This is an optimization exercise on Yosys and OpenROAD, whose aim is small area and a short achievable clock period, not a production implementation. Only simulation tests tie the RTL to the original design; equivalence was not proved.

File: design/flow/run.sh
#!/bin/bash
# synth_recipe.tcl (not shown) runs the flow's synth.tcl, then flattens the netlist and writes it again
# the make line also repeats each setting of config.mk as NAME=value (left out here)
make -C /OpenROAD-flow-scripts/flow DESIGN_CONFIG=/design/flow/config.mk WORK_HOME=/design/flow/orfs CLKGATE_MAP_FILE= SYNTH_SCRIPT=/design/flow/synth_recipe.tcl finish
File: design/flow/config.mk
export PLATFORM = sky130hd
export DESIGN_NAME = pe
export DESIGN_NICKNAME = pe
export VERILOG_FILES = /design/flow/design.v
export SDC_FILE = /design/flow/constraint.sdc
export NUM_CORES = 4
export LEC_CHECK = 0
export CAP_MARGIN = 20
export CORE_MARGIN = 2
export CORE_UTILIZATION = 40
export SLEW_MARGIN = 20
File: design/flow/constraint.sdc
create_clock -name core_clock -period 9.0 [get_ports {clk}]
set_input_delay 1.8000 -clock core_clock [delete_from_list [all_inputs] [get_ports {clk}]]
set_output_delay 1.8000 -clock core_clock [all_outputs]
set_load 0.01 [all_outputs]
File: design/flow/design.v
module pe (
    input wire clk,
    input wire rst,
    input wire [31:0] a,
    input wire [31:0] b,
    output reg [31:0] c
);
always @(posedge clk or posedge rst) begin
    if (rst)
        c <= 0;
    else
        c <= c + (a * b);
end
endmodule
==> impl_metrics.ini <==
[clocking]
cts_made_buffers = 5
clk_path_buf_depth = 2
cts_sinks = 32
htreeDepth = 2
clk_latency_ns = 0.29
cts_tree = done
cts-root-buf = clkbuf_16
cts_hold_buf = 0
clkTransAtPathRegs_ns = 0.06

[synth]
synth-seq-cells = 32
synth_xor_area_share_pct = 4.37
syn-mean-instance-area_sq_um = 9.35
ys.flop_type = dfrtp_1
synth_compound_area_share_pct = 2.88
yosys_warnings = 1
synth_top_family_by_area = adder cells
synth-adder-area-share_pct = 58.6
synth.mux.area_fraction_pct = 0
synth_area_leaders = fa_1 (50%), and2_1 (13%), inv_1 (10%)
synthesis.instances = 1884
yosysTopAreaCellShare_pct = 49.8
synth_cell_types = 44
synth_edf_count = 0
ys_async_sr_fraction_pct = 100
synth_area_leader_cell = fa_1
syn-num-nets = 2512
synth-seq-area-share_pct = 4.54
syn-cell-area_sq_um = 17600
yosys.area_share.simple_pct = 17.6

[global_route]
grt_max_degree = 33
grt_util_met1_pct = 31.8
antenna_found_initial = 4
first_global_vias = 14000
grtUsageMet3_pct = 3.25
grt_overflow_total = 0
met2_usage_pct = 37.5
grt_util_all_layers_pct = 22.6
grt_pass1_wl_microns = 78300
top_usage_layer = met2

[floorplanning]
ios = 98
die_area_sq_um = 45700
core_area_sq_um = 43300
die_w_microns = 214
start_util_pct = 40.7
die_height_microns = 214
rows = 76

[timing]
period_share_pct = 96.5
timing.final.crit_period_ns = 8.68
skew_ns = 0.00767
fmax_ghz = 0.115
relSlewSlack_pct = 61.3
hold_viol = 0
grt_setup_unrepaired = no
holdWs_ns = 0.533
drv_slew = 0
finalSetupViolCount = 0
tightest_slew_ns = 0.579

[setup_path]
startpoint_type = input pin
reg2reg_depth = 23
r2r-start = c[21]
cp.arrival_ns = 8.85
critPathKind = in -> reg
endpoint_kind = flop
required_ns = 9.17
worst-path-max-fanout = 10
setup.worst_path.start = a[19]
r2r-end = c[30]
regToRegSetupSlack_ns = 2.18
cp-endpoint = c[30]

[placed_design]
gp_congestion = 0.906
dpl.hpwl_microns = 41600
port_buffers = 97

[cells_and_area]
largest_register_ff_count = 32
final_common_cell = inv_1
top_regs = c (32)
drive_above_1_share_pct = 4.90
layout_common_cells = inv_1 (483), fa_1 (438), and2_1 (366)
area_delta_synth_final_pct = 13.5
final_nets = 2606
max_flop_register = c

[detailed_routing]
drt-total-wl_microns = 47800
num_vias = 12400
wl_per_cell_microns = 18.6
drc_errors = 0
drtIter0Drc = 751
dr.pass1.iters = 5
ant_nets = 0
vias_per_cell = 4.83

[min_path]
hold_path.class = reg -> reg

[status]
status = finished clean

[flow_run]
cap_viol_max_count = 0
## synth_stat cells, types with 3 or more instances
| master | instances |
|---|---|
| a21o_1 | 17 |
| a21oi_1 | 17 |
| and2_1 | 366 |
| clkbuf_1 | 80 |
| dfrtp_1 | 32 |
| fa_1 | 438 |
| ha_1 | 124 |
| inv_1 | 483 |
| nand2_1 | 172 |
| nor2_1 | 12 |
| nor3_1 | 3 |
| o21ai_0 | 4 |
| o21ai_1 | 4 |
| o21bai_1 | 3 |
| or2_2 | 4 |
| xnor2_1 | 69 |
| xor2_1 | 19 |
## layer usage
layer / vias to the layer above / share of wire (%) / wire [microns]
li1: 5530 / - / -
met1: 6459 / 44 / 21200
met2: 340 / 48 / 22800
met3: 53 / 6.0 / 2880
met4: 4 / 1.8 / 864
met5: - / 0.048 / 23
## critical path: stages
cell	delay, ns
clkdlybuf4s50_1	0.57
buf_4	0.22
and2_1	0.17
fa_1	0.45
fa_1	0.50
fa_1	0.52
inv_1	0.07
fa_1	0.54
inv_1	0.05
fa_1	0.49
fa_1	0.50
fa_1	0.49
inv_1	0.05
fa_1	0.48
inv_1	0.06
ha_1	0.34
and3_1	0.21
nand2_1	0.11
nor4_2	0.25
o2111a_2	0.29
a211oi_4	0.07
o41ai_1	0.36
a21oi_1	0.13
xnor2_1	0.13
## logic make-up (layout without fill, tap and decap cells)
| group | count (synthesis) | count (layout) |
|---|---|---|
| DFF | 32 | 32 |
| xor gates and xnor gates | 88 | 88 |
| AOI/OAI and AO/OA | 69 | 69 |
| adders and majority gates | 562 | 562 |
| and+or+nand+nor | 568 | 568 |
| buffers and inverters | 565 | 660 |
| other | 0 | 1 |
## repair_timing
action	in CTS	in global routing
gates resized for setup	0	5
buffers inserted	0	0
hold endpoints to repair	0	0
setup endpoints to repair	0	3
## worst min-delay path by stage
stage / from / end / slack (ns) / cells past startpoint
after floorplan: c[0] / c[0] / 0.55 / 1
after global placement: c[0] / c[0] / 0.49 / 1
after detailed placement: c[0] / c[0] / 0.51 / 1
after CTS: c[0] / c[0] / 0.53 / 1
after global routing: c[0] / c[0] / 0.56 / 1
final: c[0] / c[0] / 0.53 / 1
## layout make-up
cell class              count  area, sq um
diodes                      1         2.50
clock buffers               7          153
clock inverters             1         30.0
fillers                  4167        23300
inverters                 483         1810
multi-input cells        1287        14700
flip-flops and latches     32          801
well taps                 585          732
repair buffers            169         1750
## per-stage QoR
stage / util, % / instance area (sq um) / cells / setup TNS (ns) / setup WS (ns)
floorplan: - / 17600 / 1884 / 0 / 0.671
global placement: 45.7 / 19800 / 2556 / 0 / 0.0326
global route: 46.2 / 20000 / 2564 / 0 / 0.00762
detailed placement: 45.7 / 19800 / 2556 / -0.0193 / -0.0193
CTS: 46.2 / 20000 / 2564 / 0 / 0.242
finish: 46.2 / 20000 / 2565 / 0 / 0.318

## port drivers added, routing unchanged
The flow's constraints put no driver on any port. The routed layout listed below was extracted and timed again, unchanged, in two steps.
Step 1: set_driving_cell puts a clkbuf_16 on clk and a buf_2 on each other input, an assumption about the parent block.
Step 2 also shifts input and output timing later by t, the mid clock arrival at the registers, as if the neighbouring blocks saw the same clock.
a / b / c = ideal ports / drivers / drivers and shift; a / b = the first two.
t (ns): 0.323
setup slack, ns: 0.318 / 0.336 / 0.013
worst hold slack (ns): 0.533 / 0.533 / 0.533
worst data-port slew with drivers (ns): 0.07
After both steps this run still meets setup and hold. For this run, drivers alone change the setup slack by +0.018 ns; drivers and shift together by -0.305 ns.
